This is an optimization exercise on Yosys and OpenROAD, whose aim is small area, not a production implementation. Function was checked by simulation only, so behaviour that the tests miss may differ from the original. Power and IR drop assume default switching activity.

==> design/flow/design.v <==
module iq_to_fifo_shifted #
(
    parameter iq_width = 56
)
(
    input wire axis_aclk,
    input wire aresetn,
    input [7:0] distance,
    input s00_axis_i48_tvalid,
    input [iq_width-1 : 0] s00_axis_i48_tdata,
    input s01_axis_q48_tvalid,
    input [iq_width-1 : 0] s01_axis_q48_tdata,
    input s02_axis_i48_sub_tvalid,
    input [iq_width-1 : 0] s02_axis_i48_sub_tdata,
    input s03_axis_q48_sub_tvalid,
    input [iq_width-1 : 0] s03_axis_q48_sub_tdata,
    input s04_axis_i96_tvalid,
    input [31 : 0] s04_axis_i96_tdata,
    input s05_axis_q96_tvalid,
    input [31 : 0] s05_axis_q96_tdata,
    input wire m00_axis_tready,
    output wire [31 : 0] m00_axis_tdata,
    output wire m00_axis_tlast,
    output reg m00_axis_tvalid
);
localparam SW = 44;    
reg [SW-1:0] rx0i, rx0q, rx1i, rx1q;
reg [31:0] rts0i, rts0q, rts1i, rts1q;
reg busy;           
reg have48, have48s, have96;
reg step_96k;
wire collect = ~busy;
wire hiw = distance >= 8'd44;
wire ld0 = collect & s00_axis_i48_tvalid;
wire ld2 = collect & s02_axis_i48_sub_tvalid;
wire ld4 = collect & s04_axis_i96_tvalid & ~step_96k;
wire ld6 = collect & s04_axis_i96_tvalid & step_96k;
wire la0 = ld0 & ~hiw, lb0 = ld0 & hiw;
wire la2 = ld2 & ~hiw, lb2 = ld2 & hiw;
always @(posedge axis_aclk) begin
    rx0i <= ({SW{la0}} & s00_axis_i48_tdata[SW-1:0]) | ({SW{lb0}} & s00_axis_i48_tdata[SW+11:12]) | ({SW{~ld0}} & rx0i);
    rx0q <= ({SW{la0}} & s01_axis_q48_tdata[SW-1:0]) | ({SW{lb0}} & s01_axis_q48_tdata[SW+11:12]) | ({SW{~ld0}} & rx0q);
    rx1i <= ({SW{la2}} & s02_axis_i48_sub_tdata[SW-1:0]) | ({SW{lb2}} & s02_axis_i48_sub_tdata[SW+11:12]) | ({SW{~ld2}} & rx1i);
    rx1q <= ({SW{la2}} & s03_axis_q48_sub_tdata[SW-1:0]) | ({SW{lb2}} & s03_axis_q48_sub_tdata[SW+11:12]) | ({SW{~ld2}} & rx1q);
end
always @(posedge axis_aclk) begin
    if (ld4) begin
        rts0i <= s04_axis_i96_tdata;
        rts0q <= s05_axis_q96_tdata;
    end
    if (ld6) begin
        rts1i <= s04_axis_i96_tdata;
        rts1q <= s05_axis_q96_tdata;
    end
end
always @(posedge axis_aclk) begin
    if (aresetn == 0) begin
        busy <= 0;
        m00_axis_tvalid <= 0;
        have48 <= 0;
        have48s <= 0;
        have96 <= 0;
        step_96k <= 0;
    end else if (collect) begin
        if (s00_axis_i48_tvalid) have48 <= 1;
        if (s02_axis_i48_sub_tvalid) have48s <= 1;
        if (s04_axis_i96_tvalid) begin
            step_96k <= ~step_96k;
            if (step_96k) have96 <= 1;
        end
        if (have48 && have48s && have96) busy <= 1;
    end else if (m00_axis_tready) begin
        if (!m00_axis_tvalid)
            m00_axis_tvalid <= 1;
        else if (m00_axis_tlast) begin
            m00_axis_tvalid <= 0;
            busy <= 0;
            have48 <= 0;
            have48s <= 0;
            have96 <= 0;
        end
    end
end
reg [3:0] wsel;
reg hi;
always @(posedge axis_aclk) begin
    if (!m00_axis_tvalid) begin
        wsel <= 4'b0001;
        hi <= 1'b0;
    end else if (m00_axis_tready) begin
        wsel <= {wsel[2:0], wsel[3]};
        if (wsel[3]) hi <= ~hi;
    end
end
assign m00_axis_tlast = hi & wsel[3];
wire [SW-1:0] sel56 = ({SW{wsel[0]}} & rx0i) | ({SW{wsel[1]}} & rx0q) |
                            ({SW{wsel[2]}} & rx1i) | ({SW{wsel[3]}} & rx1q);
reg [7:0] dd;
always @(posedge axis_aclk)
    dd <= hiw ? distance - 8'd12 : distance;
wire c0 = ~dd[7] & ~dd[6] & ~dd[5];
wire c1 = ~dd[7] & ~dd[6] &  dd[5];
wire c2 = ~dd[7] &  dd[6] & ~dd[5];
wire [127:0] p = {52'b0, sel56, 32'b0};
wire [62:0] s5 = ({63{c0}} & p[62:0]) | ({63{c1}} & p[94:32]) | ({63{c2}} & p[126:64]);
wire [3:0] e;
assign e[0] = dd[4:3] == 2'd0;
assign e[1] = dd[4:3] == 2'd1;
assign e[2] = dd[4:3] == 2'd2;
assign e[3] = dd[4:3] == 2'd3;
wire [38:0] s3 = ({39{e[0]}} & s5[38:0]) | ({39{e[1]}} & s5[46:8]) |
                 ({39{e[2]}} & s5[54:16]) | ({39{e[3]}} & s5[62:24]);
wire [3:0] f;
assign f[0] = dd[2:1] == 2'd0;
assign f[1] = dd[2:1] == 2'd1;
assign f[2] = dd[2:1] == 2'd2;
assign f[3] = dd[2:1] == 2'd3;
wire [32:0] s1 = ({33{f[0]}} & s3[32:0]) | ({33{f[1]}} & s3[34:2]) |
                 ({33{f[2]}} & s3[36:4]) | ({33{f[3]}} & s3[38:6]);
wire g0 = ~hi & ~dd[0];
wire g1 = ~hi &  dd[0];
wire [3:0] h = {4{hi}} & wsel;
assign m00_axis_tdata = ({32{g0}} & s1[31:0]) | ({32{g1}} & s1[32:1]) |
                        ({32{h[0]}} & rts0i) | ({32{h[1]}} & rts0q) |
                        ({32{h[2]}} & rts1i) | ({32{h[3]}} & rts1q);
endmodule
==> design/flow/flow/run.sh <==
#!/bin/bash
# Standard layout (the standard.sh, all steps), with three changes:
#  - synthesis maps the logic with an area-oriented ABC script (abc_area_nf.script);
#    everything else in synthesis is the standard flow's own script;
#  - the port buffers are made from the smallest buffer cell;
#  - clock tree: larger sink clusters driven by clkbuf_16, no dummy loads.
set -euo pipefail
cat standard.sh > standard_sh_copy.log
export AREA_ABC_SCRIPT="$PWD/flow/abc_area_nf.script"
export BUFFER_PORTS_ARGS="-buffer_cell sky130_fd_sc_hd__buf_1"
export CTS_ARGS="-sink_clustering_enable -repair_clock_nets -dont_use_dummy_load -sink_clustering_size 30 -sink_clustering_max_diameter 60 -buf_list sky130_fd_sc_hd__clkbuf_16"
sed "s#SYNTH_SCRIPT=[^ ]*#SYNTH_SCRIPT=$PWD/flow/synth_area.tcl#" standard.sh > standard_area.sh
grep -q "SYNTH_SCRIPT=$PWD/flow/synth_area.tcl" standard_area.sh
bash standard_area.sh > standard.log 2>&1
==> design/flow/flow/abc_area_nf.script <==
&get -n
&st
&dch -f
&nf -R 1000
&put
strash
dch -f
amap -F 1000 -A 1000
==> design/flow/flow/synth_area.tcl <==
proc synth {args} { yosys synth -nofsm -noshare {*}$args }
# Map the logic with an area-oriented ABC script instead of ORFS's speed script.
proc abc {args} {
  set i [lsearch -exact $args -script]
  if { $i >= 0 && [string match {*/abc_*.script} [lindex $args [expr {$i + 1}]]] } {
    lset args [expr {$i + 1}] $::env(AREA_ABC_SCRIPT)
  }
  yosys abc {*}$args
}
source $::env(SCRIPTS_DIR)/synth.tcl
# left out here: clear keep_hierarchy, flatten, clean up, hide names made inside functions, write 1_2_yosys.v
==> design/flow/standard.sh <==
#!/bin/bash
# synth_recipe.tcl (not shown) runs the flow's synth.tcl, then flattens the netlist and writes it again
# the make line also repeats each setting of config.mk as NAME=value (left out here)
make -C /OpenROAD-flow-scripts/flow DESIGN_CONFIG=/design/flow/config.mk WORK_HOME=/design/flow/orfs CLKGATE_MAP_FILE= SYNTH_SCRIPT=/design/flow/synth_recipe.tcl "${@:-finish}"
==> design/flow/config.mk <==
export PLATFORM = sky130hd
export DESIGN_NAME = iq_to_fifo_shifted
export DESIGN_NICKNAME = iq_to_fifo_shifted
export VERILOG_FILES = /design/flow/design.v
export SDC_FILE = /design/flow/constraint.sdc
export NUM_CORES = 4
export LEC_CHECK = 0
export CAP_MARGIN = 0
export CORE_MARGIN = 2
export CORE_UTILIZATION = 40
export SETUP_SLACK_MARGIN = 0.1
export SLEW_MARGIN = 0
==> design/flow/constraint.sdc <==
create_clock -name core_clock -period 5.0 [get_ports {axis_aclk}]
set_input_delay 1.0000 -clock core_clock [delete_from_list [all_inputs] [get_ports {axis_aclk}]]
set_output_delay 1.0000 -clock core_clock [all_outputs]
set_load 0.01 [all_outputs]
==> results of run 1 <==
==> per-layer routing <==
layer / vias to the layer above / global-route usage (%)
met5: - / 0
met4: 0 / 8.35
met3: 74 / 5.73
met2: 674 / 38.1
met1: 6136 / 32.3
li1: 5957 / -
==> sequential cells by signal, summed over array words and instances, names as in the netlist <==
| name | count |
|---|---|
| rts0q | 32 |
| rx0q | 44 |
| dd | 8 |
| rx1i | 44 |
| wsel | 4 |
| rts1i | 32 |
| have48s | 1 |
| busy | 1 |
| rx0i | 44 |
| have48 | 1 |
| m00_axis_tvalid | 1 |
| rx1q | 44 |
| rts1q | 32 |
| step_96k | 1 |
| hi | 1 |
| rts0i | 32 |
| have96 | 1 |
==> cell usage after synthesis (all sizes together) <==
master,count,area [µm²]
clkinv,219,822
a21boi,72,541
a222oi,282,2820
dfxtp,195,3900
o21ai,43,215
o21a,13,97.6
nor3,4,20.0
o311a,1,10.0
a21oi,9,45.0
a221o,1,10.0
a211oi,5,37.5
o41ai,1,8.76
edfxtp,128,3840
o22a,8,70.1
a22o,1,8.76
o221a,3,33.8
nand3,1,5.00
nor2b,3,18.8
or2,2,12.5
nor2,52,195
a221oi,25,219
o221ai,35,307
a31oi,3,18.8
a21o,1,7.51
nand2,24,90.1
ha,1,12.5
a22oi,6,45.0
and3,1,6.26
o22ai,44,275
==> per-stage QoR <==
| stage | setup slack, ps | power (mW) | hold slack [ps] | std cells | instance area [µm²] |
|---|---|---|---|---|---|
| 6_report | 225 | 6.03 | 455 | 2045 | 16900 |
| 5_1_grt | 79.1 | 6.30 | 470 | 2042 | 16900 |
| 4_1_cts | 73.8 | 6.06 | 458 | 2038 | 16700 |
| 3_5_place_dp | 404 | 4.10 | 442 | 2008 | 15900 |
| 3_3_place_gp | 507 | 4.08 | 435 | 2008 | 15900 |
| 2_1_floorplan | 523 | 3.69 | 426 | 1183 | 13700 |
==> worst max-delay path, cell delays in order, from the launching register on <==
cell and delay, ps:
dfxtp_4 510, a222oi_1 410, a21boi_0 430, nor2_1 140, a222oi_1 360, o21ai_1 240, clkinv_1 120, o22ai_1 80
a211oi_1 480, o221ai_1 220, buf_1 200
==> cells in the final DEF, fill, tap and decap left out, types with 4 or more instances in the layout <==
cell / n
buf_1: 335
a221oi_1: 12
a21boi_0: 49
clkinv_1: 218
a222oi_1: 282
a21oi_1: 9
o221ai_1: 35
edfxtp_1: 128
o22ai_1: 43
a21boi_2: 6
o21ai_1: 6
nor3_1: 4
a22oi_1: 6
o21a_1: 13
dfxtp_1: 192
o21ai_0: 35
nand2_1: 22
a221oi_2: 13
o22a_1: 8
diode_2: 5
a21boi_1: 17
nor2_4: 5
nor2_1: 45
clkbuf_16: 30
buf_4: 39
==> cell families (layout without fill, tap and decap cells) <==
kind of cell    count (synthesis)  after routing  share of synthesized area [%]
simple gates                   87             87                           2.54
fa+ha+maj                       1              1                         0.0913
compound gates                553            553                           34.8
buf+inv                       219            628                           6.00
other cells                     0              5                              0
flops                         323            323                           56.5
==> how the worst max path moves through the flow <==
stage	end	cells past startpoint	slack (ps)
6_report	m00_axis_tdata[11]	10	230
5_1_grt	m00_axis_tdata[21]	13	80
4_1_cts	m00_axis_tdata[22]	11	70
3_5_place_dp	m00_axis_tdata[6]	9	400
3_3_place_gp	m00_axis_tdata[12]	10	510
2_1_floorplan	rx1i[0]$_DFF_P_	7	520
==> power breakdown <==
group	leakage [nW]	switching [mW]	internal, mW	total, mW
registers	2.84	0.122	3.00	3.12
logic	2.29	0.592	0.370	0.962
clock network	0.370	0.908	1.04	1.95
total	5.50	1.62	4.41	6.03
==> layout make-up <==
cell class	instances	area, µm²	area share, %
repair buffers	379	1630	9.68
inverters	219	822	4.87
well taps	448	561	3.32
clock buffers	30	751	4.45
diodes	5	12.5	0.0742
multi-input cells	641	5330	31.6
flip-flops and latches	323	7760	46.0
==> what timing repair did <==
action / CTS / global route
resized for setup: 25 / 36
buffers inserted: 0 / 2
endpoints found under the setup margin: 31 / 31
pin swaps: 0 / 1
==> flow_summary_export.csv, run 1 <==
group,metric,value,unit
outcome,outcome,"timing/DRC/antenna clean",
sta,min_period_over_period,95.5,%
synth,ys_seq_area_share,56.5,%
drt,drtPass1Iterations,12,
synth,ys_types,29,
critical_path,r2r_start,"busy$_SDFF_PN0_",
global_route,antenna_found_initial,3,
critical_path,crit_arrival,3770,ps
drt,avgViaCountPerCell,6.28,
place,hpwlAfterDp,32100,µm
sta,totalNegativeSetupSlack,0,ps
min_path,hold_end,"rx1q[32]$_DFF_P_",
drt,met2WireLength,20600,µm
clock_tree,clock_latency,560,ps
drt,drt_iter0_markers,2211,
drt,wl_met3,4700,µm
synth,ys_warn_count,1,
sta,max_clock_freq,209,MHz
drt,wl,45500,µm
critical_path,r2r-end,"rx0q[15]$_DFF_P_",
sta,tightest_slew,1100,ps
global_route,grt_pass1_wl,68100,µm
synth,syn_avg_cell_area,11.6,µm²
sta,period_needed,4770,ps
clock_tree,path_clk_slew,70,ps
die,die_width,189,µm
synth,synth_fp_nets,1489,
die,coreArea,33600,µm²
global_route,grt_overflow_total,0,
sta,drv_slew,0,
place,port_buffers,335,
power_and_ir_drop,irDropWorstVdd,0.301,mV
sta,setup_violations,0,
finish,layout-drive-gt1-share,7.16,%
global_route,track_usage,24.1,%
drt,drt-wirelength-per-cell,22.3,µm
finish,syn_to_final_growth,23.1,%
die,die_h,189,µm
die,initial_core_util,40.8,%
clock_tree,cts_hold_buf,0,
synth,syn_area,13700,µm²
die,die_area,35800,µm²
drt,top_layer_used,"met4",
sta,skew,30.1,ps
sta,rsz0062_at_grt,"true",
critical_path,startpoint_type,"flop",
clock_tree,cts_tree,"built",
min_path,hold_path_depth,2,
critical_path,required,4000,ps
finish,layout.nets,1900,
synth,syn_inst,1183,
drt,wl_met1,18900,µm
critical_path,worst-path-max-fanout,46,
finish,fin_util,50.2,%
global_route,grt_max_degree,92,
clock_tree,clock_path_buffers,3,
finish,n_fill_cell,3133,
min_path,min_path_type,"reg -> reg",
critical_path,worstSetupPathType,"reg -> out",
min_path,min-delay-start,"rx1q[32]$_DFF_P_",
drt,vias,12800,
clock_tree,numCtsBuffers,30,
power_and_ir_drop,power_leakage,5.50,nW
critical_path,end_kind,"output pin",
flow_run,timing.max_cap.violations,0,
sta,final-hold-violation-count,0,
clock_tree,cts_root_buffer,"clkbuf_16",
global_route,first_global_vias,11900,
die,row_count,67,
synth,ys_seq_elements,323,
die,io_pins,339,
sta,slew_headroom,26.6,%
critical_path,startpoint,"wsel[0]$_SDFFE_PN1P_",
critical_path,reg2regPathDepth,6,
clock_tree,clock_sinks,323,
drt,post-route-drc-count,0,
drt,final_antenna_net_count,0,
critical_path,r2r_slack,2230,ps
clock_tree,htreeDepth,1,
power_and_ir_drop,powerDensity,358,nW/µm²
place,gp_congestion,0.930,
==> run 2: changes to the inputs <==
--- a/design/flow/flow/run.sh
+++ b/design/flow/flow/run.sh
@@ -9,5 +9,5 @@
 export AREA_ABC_SCRIPT="$PWD/flow/abc_area_nf.script"
 export BUFFER_PORTS_ARGS="-buffer_cell sky130_fd_sc_hd__buf_1"
-export CTS_ARGS="-sink_clustering_enable -repair_clock_nets -dont_use_dummy_load -sink_clustering_size 30 -sink_clustering_max_diameter 60 -buf_list sky130_fd_sc_hd__clkbuf_16"
+export CTS_ARGS="-sink_clustering_enable -repair_clock_nets -dont_use_dummy_load -sink_clustering_size 36 -sink_clustering_max_diameter 70 -buf_list sky130_fd_sc_hd__clkbuf_16"
 sed "s#SYNTH_SCRIPT=[^ ]*#SYNTH_SCRIPT=$PWD/flow/synth_area.tcl#" standard.sh > standard_area.sh
 grep -q "SYNTH_SCRIPT=$PWD/flow/synth_area.tcl" standard_area.sh
==> run 2 against run 1 <==
Cell area is 1.1% lower. First-iteration DRC count rose by 3.5%. Critical endpoint unchanged. Sequential power barely moved. Register-to-register slack improved by 20 ps. Largest power group unchanged.
==> flow_summary_export.csv, run 2 <==
group,metric,value,unit
outcome,outcome,"timing/DRC/antenna clean",
synth,syn_area,13700,µm²
place,dp.cells,2008,
finish,layout-drive-gt1-share,6.37,%
synth,synth_largest_area_cell,"dfxtp_1",
synth,ys_types,29,
synth,syn_inst,1183,
synth,synth-simple-area-share,2.54,%
sta,max_clock_freq,209,MHz
global_route,grt_pass1_wl,67800,µm
place,port_buffers,335,
drt,avgViaCountPerCell,6.25,
flow_run,timing.max_cap.violations,0,
clock_tree,numCtsBuffers,24,
drt,final_antenna_net_count,0,
power_and_ir_drop,powerDensity,347,nW/µm²
finish,layout_commonest_cell,"buf_1",
critical_path,end_kind,"output pin",
synth,synthTopCellsByArea,"dfxtp_1 (28%), edfxtp_1 (28%), a222oi_1 (21%)",
clock_tree,clock_path_buffers,3,
drt,drtPass1Iterations,10,
global_route,antenna_found_initial,2,
global_route,grt_overflow_total,0,
synth,ys_seq_elements,323,
place,postPlaceCellArea,15900,µm²
sta,totalNegativeSetupSlack,0,ps
finish,n_fill_cell,3143,
die,io_pins,339,
place,hpwlAfterDp,32100,µm
drt,vias,12700,
synth,synthAdderAreaFrac,0.0913,%
sta,rsz0062_at_grt,"true",
sta,period_needed,4780,ps
synth,synth_fp_nets,1489,
sta,worst_slack,217,ps
synth,synth_top_family_by_area,"compound AO/OA/AOI/OAI gates",
critical_path,startpoint_type,"flop",
finish,final_cell_mix,"buf_1 (335), a222oi_1 (282), clkinv_1 (218), dfxtp_1 (192), edfxtp_1 (128)",
synth,syn_avg_cell_area,11.6,µm²
min_path,hold_path_depth,2,
synth,ys_warn_count,1,
power_and_ir_drop,totalPowerFinal,5.78,mW
die,row_count,67,
finish,final_cells,2038,
clock_tree,path_clk_slew,70,ps
sta,skew,27.5,ps
place,gp_congestion,0.930,
global_route,grt_max_degree,92,
finish,fin_area,16700,µm²
sta,final-hold-violation-count,0,
die,die_h,189,µm
die,coreArea,33600,µm²
die,initial_core_util,40.8,%
synth,synth-compound-area-share,34.8,%
critical_path,worstSetupPathType,"reg -> out",
global_route,track_usage,23.9,%
clock_tree,htreeDepth,1,
clock_tree,cts_tree,"built",
synth,synthXorXnorAreaFrac,0,%
drt,drt_iter0_markers,2288,
die,die_width,189,µm
drt,wl,45400,µm
sta,tightest_slew,1090,ps
synth,synthTopCellsByCount,"a222oi_1 (282), clkinv_1 (219), dfxtp_1 (195), edfxtp_1 (128), a21boi_0 (72)",
synth,ys_seq_area_share,56.5,%
synth,async_reset_ff_share,0,%
clock_tree,clock_sinks,323,
clock_tree,clock_latency,560,ps
clock_tree,cts_root_buffer,"clkbuf_16",
finish,syn_to_final_growth,21.7,%
synth,synth.area.mux_share,0,%
synth,ys.flop_type,"dfxtp_1",
critical_path,reg2regPathDepth,6,
critical_path,required,4000,ps
drt,drt-wirelength-per-cell,22.3,µm
drt,post-route-drc-count,0,
sta,drv_slew,0,
die,die_area,35800,µm²
sta,min_period_over_period,95.7,%
power_and_ir_drop,irDropWorstVdd,0.244,mV
critical_path,worst-path-max-fanout,46,
sta,setup_violations,0,
synth,synth_top_area_share,28.5,%
sta,slew_headroom,27.0,%
finish,layout.nets,1894,
critical_path,crit_arrival,3780,ps
synth,yosysMostFrequentCell,"a222oi_1",
min_path,min_path_type,"reg -> reg",
global_route,first_global_vias,11900,
power_and_ir_drop,power_leakage,5.42,nW
synth,synth_edf_count,128,
place,pre_cts_ws,404,ps
==> run 2: cell counts after synthesis <==
Identical to the previous run, type by type.
==> run 2: metrics by stage <==
| step | hold WS (ps) | utilization, % |
|---|---|---|
| finish | 455 | 49.6 |
| floorplan | 426 | - |
| global placement | 435 | 47.4 |
| global route | 467 | 49.6 |
| CTS | 458 | 49.4 |
| detailed placement | 442 | 47.4 |
==> run 2: cell families (layout without fill, tap and decap cells) <==
kind of cell / count (synthesis) / after routing
adder cells (fa/ha/maj): 1 / 1
AO/OA/AOI/OAI: 553 / 553
flip-flops: 323 / 323
AND/OR/NAND/NOR: 87 / 87
other: 0 / 4
buffers and inverters: 219 / 622
==> run 2: worst paths after layout <==
kind | from | end | slack, ps
hold reg to reg | rx1q[35]$_DFF_P_ | rx1q[35]$_DFF_P_ | 460
setup / recovery | wsel[0]$_SDFFE_PN1P_ | m00_axis_tdata[11] | 220
setup reg to reg | busy$_SDFF_PN0_ | rx0q[15]$_DFF_P_ | 2250
hold / removal | rx1q[35]$_DFF_P_ | rx1q[35]$_DFF_P_ | 460
==> run 2: layer usage <==
metal	part of all wire, %	GRT usage [%]	up-vias
li1	-	-	5930
met1	42	32.0	6068
met2	45	38.2	676
met3	10	5.82	73
met4	3.0	7.75	0
met5	0	0	-
==> run 2: power breakdown <==
part	internal, mW	switching (mW)
Clock	0.845	0.863
Sequential	2.99	0.121
Combinational	0.368	0.590
Total	4.21	1.57
==> run 2: area by class of cell <==
cell class / count / area [µm²] / share of cell area, %
Clock buffer: 24 / 601 / 3.60
Antenna cell: 4 / 10.0 / 0.0600
Timing Repair Buffer: 379 / 1630 / 9.75
Tap cell: 448 / 561 / 3.36
Sequential cell: 323 / 7760 / 46.5
Inverter: 219 / 822 / 4.93
Multi-Input combinational cell: 641 / 5300 / 31.8
==> run 2: timing repair <==
action                                  4_1_cts  5_1_grt
resized for setup                            19       31
hold buffers                                  0        0
setup buffers                                 0        2
endpoints found under the setup margin       31       31
cloned                                        0        0
==> run 2: critical path, cell delays in order (launching register included) <==
cell and delay [ps]:
dfxtp_4 510, a222oi_1 400, a21boi_0 460, nor2_1 180
a222oi_1 340, o21ai_0 320, a211oi_1 590, o221ai_1 220
buf_1 190
==> run 3: changes to the inputs <==
--- a/design/flow/flow/run.sh
+++ b/design/flow/flow/run.sh
@@ -9,5 +9,5 @@
 export AREA_ABC_SCRIPT="$PWD/flow/abc_area_nf.script"
 export BUFFER_PORTS_ARGS="-buffer_cell sky130_fd_sc_hd__buf_1"
-export CTS_ARGS="-sink_clustering_enable -repair_clock_nets -dont_use_dummy_load -sink_clustering_size 36 -sink_clustering_max_diameter 70 -buf_list sky130_fd_sc_hd__clkbuf_16"
+export CTS_ARGS="-sink_clustering_enable -repair_clock_nets -dont_use_dummy_load -sink_clustering_size 40 -sink_clustering_max_diameter 80 -buf_list sky130_fd_sc_hd__clkbuf_16"
 sed "s#SYNTH_SCRIPT=[^ ]*#SYNTH_SCRIPT=$PWD/flow/synth_area.tcl#" standard.sh > standard_area.sh
 grep -q "SYNTH_SCRIPT=$PWD/flow/synth_area.tcl" standard_area.sh
==> run 3 against run 2 <==
Still clean. Critical path depth is 2 higher. First-iteration DRC count is 2.3% higher. Cell area is 1.0% lower. Cell count is 0.29% lower. Sequential share of layout area is 0.48 points higher. Die area stayed put. Sequential power hardly changed. Clock skew is 18 ps higher. Routed wire length is 0.19% lower. Sequential cell count stayed put. Setup slack better by 25 ps. Via count is 0.25% higher. Critical path type unchanged.
==> flow_summary_export.csv, run 3 <==
group,metric,value,unit
outcome,outcome,"timing/DRC/antenna clean",
die,row_count,67,
drt,drtPass1Iterations,14,
drt,vias,12800,
critical_path,required,4000,ps
finish,layout-drive-gt1-share,5.95,%
synth,yosysMostFrequentCell,"a222oi_1",
min_path,min-delay-start,"have48s$_SDFFE_PN0P_",
die,io_pins,339,
die,initial_core_util,40.8,%
sta,final-hold-violation-count,0,
synth,ys_seq_area_share,56.5,%
clock_tree,cts_tree,"built",
sta,totalNegativeSetupSlack,0,ps
synth,ys_types,29,
die,die_area,35800,µm²
sta,drv_slew,0,
critical_path,reg2regPathDepth,6,
critical_path,r2r_start,"busy$_SDFF_PN0_",
critical_path,worst-path-max-fanout,26,
place,gp_congestion,0.930,
synth,synth_top_area_share,28.5,%
clock_tree,numCtsBuffers,17,
finish,layout.nets,1887,
synth,syn_avg_cell_area,11.6,µm²
place,port_buffers,335,
sta,rsz0062_at_grt,"true",
sta,slew_headroom,26.8,%
clock_tree,clock_sinks,323,
synth,ys.flop_type,"dfxtp_1",
place,postPlaceCellArea,15900,µm²
min_path,hold_path_depth,2,
clock_tree,clock_path_buffers,3,
critical_path,worstSetupPathType,"reg -> out",
sta,max_clock_freq,210,MHz
die,die_h,189,µm
global_route,grt_overflow_total,0,
synth,synth_largest_area_cell,"dfxtp_1",
synth,ys_seq_elements,323,
finish,layout_commonest_cell,"buf_1",
synth,synth_fp_nets,1489,
critical_path,r2r-end,"rx0q[5]$_DFF_P_",
critical_path,startpoint_type,"flop",
min_path,hold_end,"busy$_SDFF_PN0_",
synth,async_reset_ff_share,0,%
clock_tree,clock_latency,520,ps
synth,syn_area,13700,µm²
sta,min_period_over_period,95.2,%
synth,synthTopCellsByCount,"a222oi_1 (282), clkinv_1 (219), dfxtp_1 (195), edfxtp_1 (128), a21boi_0 (72)",
global_route,first_global_vias,11800,
critical_path,end_kind,"output pin",
finish,fin_area,16500,µm²
clock_tree,path_clk_slew,90,ps
finish,syn_to_final_growth,20.4,%
global_route,antenna_found_initial,2,
synth,syn_inst,1183,
clock_tree,htreeDepth,1,
power_and_ir_drop,power_leakage,5.33,nW
sta,setup_violations,0,
drt,wl,45300,µm
synth,synthTopCellsByArea,"dfxtp_1 (28%), edfxtp_1 (28%), a222oi_1 (21%)",
sta,tightest_slew,1100,ps
global_route,track_usage,23.9,%
place,hpwlAfterDp,32100,µm
power_and_ir_drop,irDropWorstVdd,0.271,mV
sta,period_needed,4760,ps
synth,synth_edf_count,128,
flow_run,timing.max_cap.violations,0,
global_route,grt_pass1_wl,67600,µm
drt,final_antenna_net_count,0,
synth,ys_warn_count,1,
min_path,min_path_type,"reg -> reg",
drt,post-route-drc-count,0,
finish,final_cell_mix,"buf_1 (335), a222oi_1 (282), clkinv_1 (218), dfxtp_1 (192), edfxtp_1 (128)",
power_and_ir_drop,powerDensity,332,nW/µm²
die,coreArea,33600,µm²
clock_tree,cts_hold_buf,0,
sta,skew,45.1,ps
drt,drt-wirelength-per-cell,22.3,µm
drt,drt_iter0_markers,2341,
global_route,grt_max_degree,92,
finish,fin_util,49.1,%
drt,avgViaCountPerCell,6.29,
critical_path,crit_arrival,3760,ps
finish,n_fill_cell,3167,
critical_path,r2r_slack,2260,ps
clock_tree,cts_root_buffer,"clkbuf_16",
die,die_width,189,µm
run 3: cell types whose count changed in the layout (fill, tap and decap cells not counted):
cell | previous run | this run
a211oi_1 | 4 | 3
clkbuf_16 | 24 | 17
diode_2 | 4 | 5
a211oi_2 | 1 | 2
o21ai_2 | 1 | 0
o21ai_1 | 6 | 7
run 3: logic make-up (layout without fill, tap and decap cells):
logic type	count (synthesis)	in the layout	share of synthesized area (%)
compound gates	553	553	34.8
flops	323	323	56.5
other cells	0	5	0
fa+ha+maj	1	1	0.0913
buf+inv	219	615	6.00
simple gates	87	87	2.54
run 3: critical path: stages (launching register included):
cell and delay [ps]:
dfxtp_4 450, buf_4 270, a222oi_1 330, a21boi_1 360, nor2_1 140, a222oi_1 380
o21a_1 290, o22ai_1 100, a221oi_1 430, o221ai_1 260, buf_1 210
run 3: report_power, final:
group	leakage [nW]	switching, mW	internal [mW]
Combinational	2.28	0.591	0.368
Clock	0.210	0.796	0.612
Sequential	2.84	0.121	2.99
run 3: worst max path at each step:
stage	startpoint	slack (ps)	endpoint
after floorplan	distance[2]	520	rx1i[0]$_DFF_P_
after global placement	wsel[0]$_SDFFE_PN1P_	510	m00_axis_tdata[12]
after global routing	wsel[1]$_SDFFE_PN0P_	60	m00_axis_tdata[15]
after detailed placement	wsel[0]$_SDFFE_PN1P_	400	m00_axis_tdata[6]
final	wsel[1]$_SDFFE_PN0P_	240	m00_axis_tdata[15]
after CTS	wsel[1]$_SDFFE_PN0P_	90	m00_axis_tdata[6]
run 3: stage by stage:
stage                     total power [mW]  hold WS, ps  std cells  setup slack, ps
after global placement                4.08          435       2008              507
after detailed placement              4.10          442       2008              404
after global routing                  5.74          462       2028             55.8
final                                 5.48          446       2032              242
after CTS                             5.51          450       2025             90.3
after floorplan                       3.69          426       1183              523
run 3: layout make-up:
cell class | instances | area (µm²) | area share [%]
flip-flops and latches | 323 | 7760 | 47.0
repair buffers | 379 | 1630 | 9.85
multi-input cells | 641 | 5300 | 32.1
well taps | 448 | 561 | 3.40
diodes | 5 | 12.5 | 0.0758
inverters | 219 | 822 | 4.98
clock buffers | 17 | 425 | 2.58
run 3: timing repair:
item                                    4_1_cts  5_1_grt
pin swaps                                     0        1
gates resized for setup                      16       34
endpoints found under the setup margin       29       31
buffers inserted                              0        2
endpoints found under the hold margin         0        0
run 3: per-layer routing:
layer | wire (µm) | share of wire, % | global-route usage [%] | up-vias
met5 | 0 | 0 | 0 | -
met2 | 21000 | 46 | 38.8 | 673
met3 | 4400 | 9.7 | 4.82 | 48
li1 | - | - | - | 5915
met4 | 983 | 2.2 | 6.46 | 0
met1 | 18900 | 42 | 32.4 | 6143

static timing again, ports no longer ideal:
How much do the figures lean on ideal ports? The routed layouts below were timed once more, with nothing changed but the port constraints. Step 1 sets driving cells, clkbuf_16 on the clock port and buf_2 on the other inputs (assumed; they add their load-dependent delay and slew). Step 2, shift: input delay + t, output delay - t, t = (earliest + latest rising clock arrival at the registers) / 2. This alone moves slack from input paths to output paths. Slacks: ideal / step 1 / step 2; pairs: ideal / step 1.
run | t (ns) | setup WS [ns] | worst setup path at the end | clock arrival spread, ns | worst slew at a driven data input, ns
run 1 | 0.603 | 0.225 / 0.177 / 0.780 | register to output | 0.043 / 0.044 | 0.09
run 2 | 0.584 | 0.217 / 0.168 / 0.752 | register to output | 0.045 / 0.045 | 0.09
run 3 | 0.547 | 0.242 / 0.193 / 0.740 | register to output | 0.050 / 0.051 | 0.09
After both steps setup and hold are still met in every run listed.
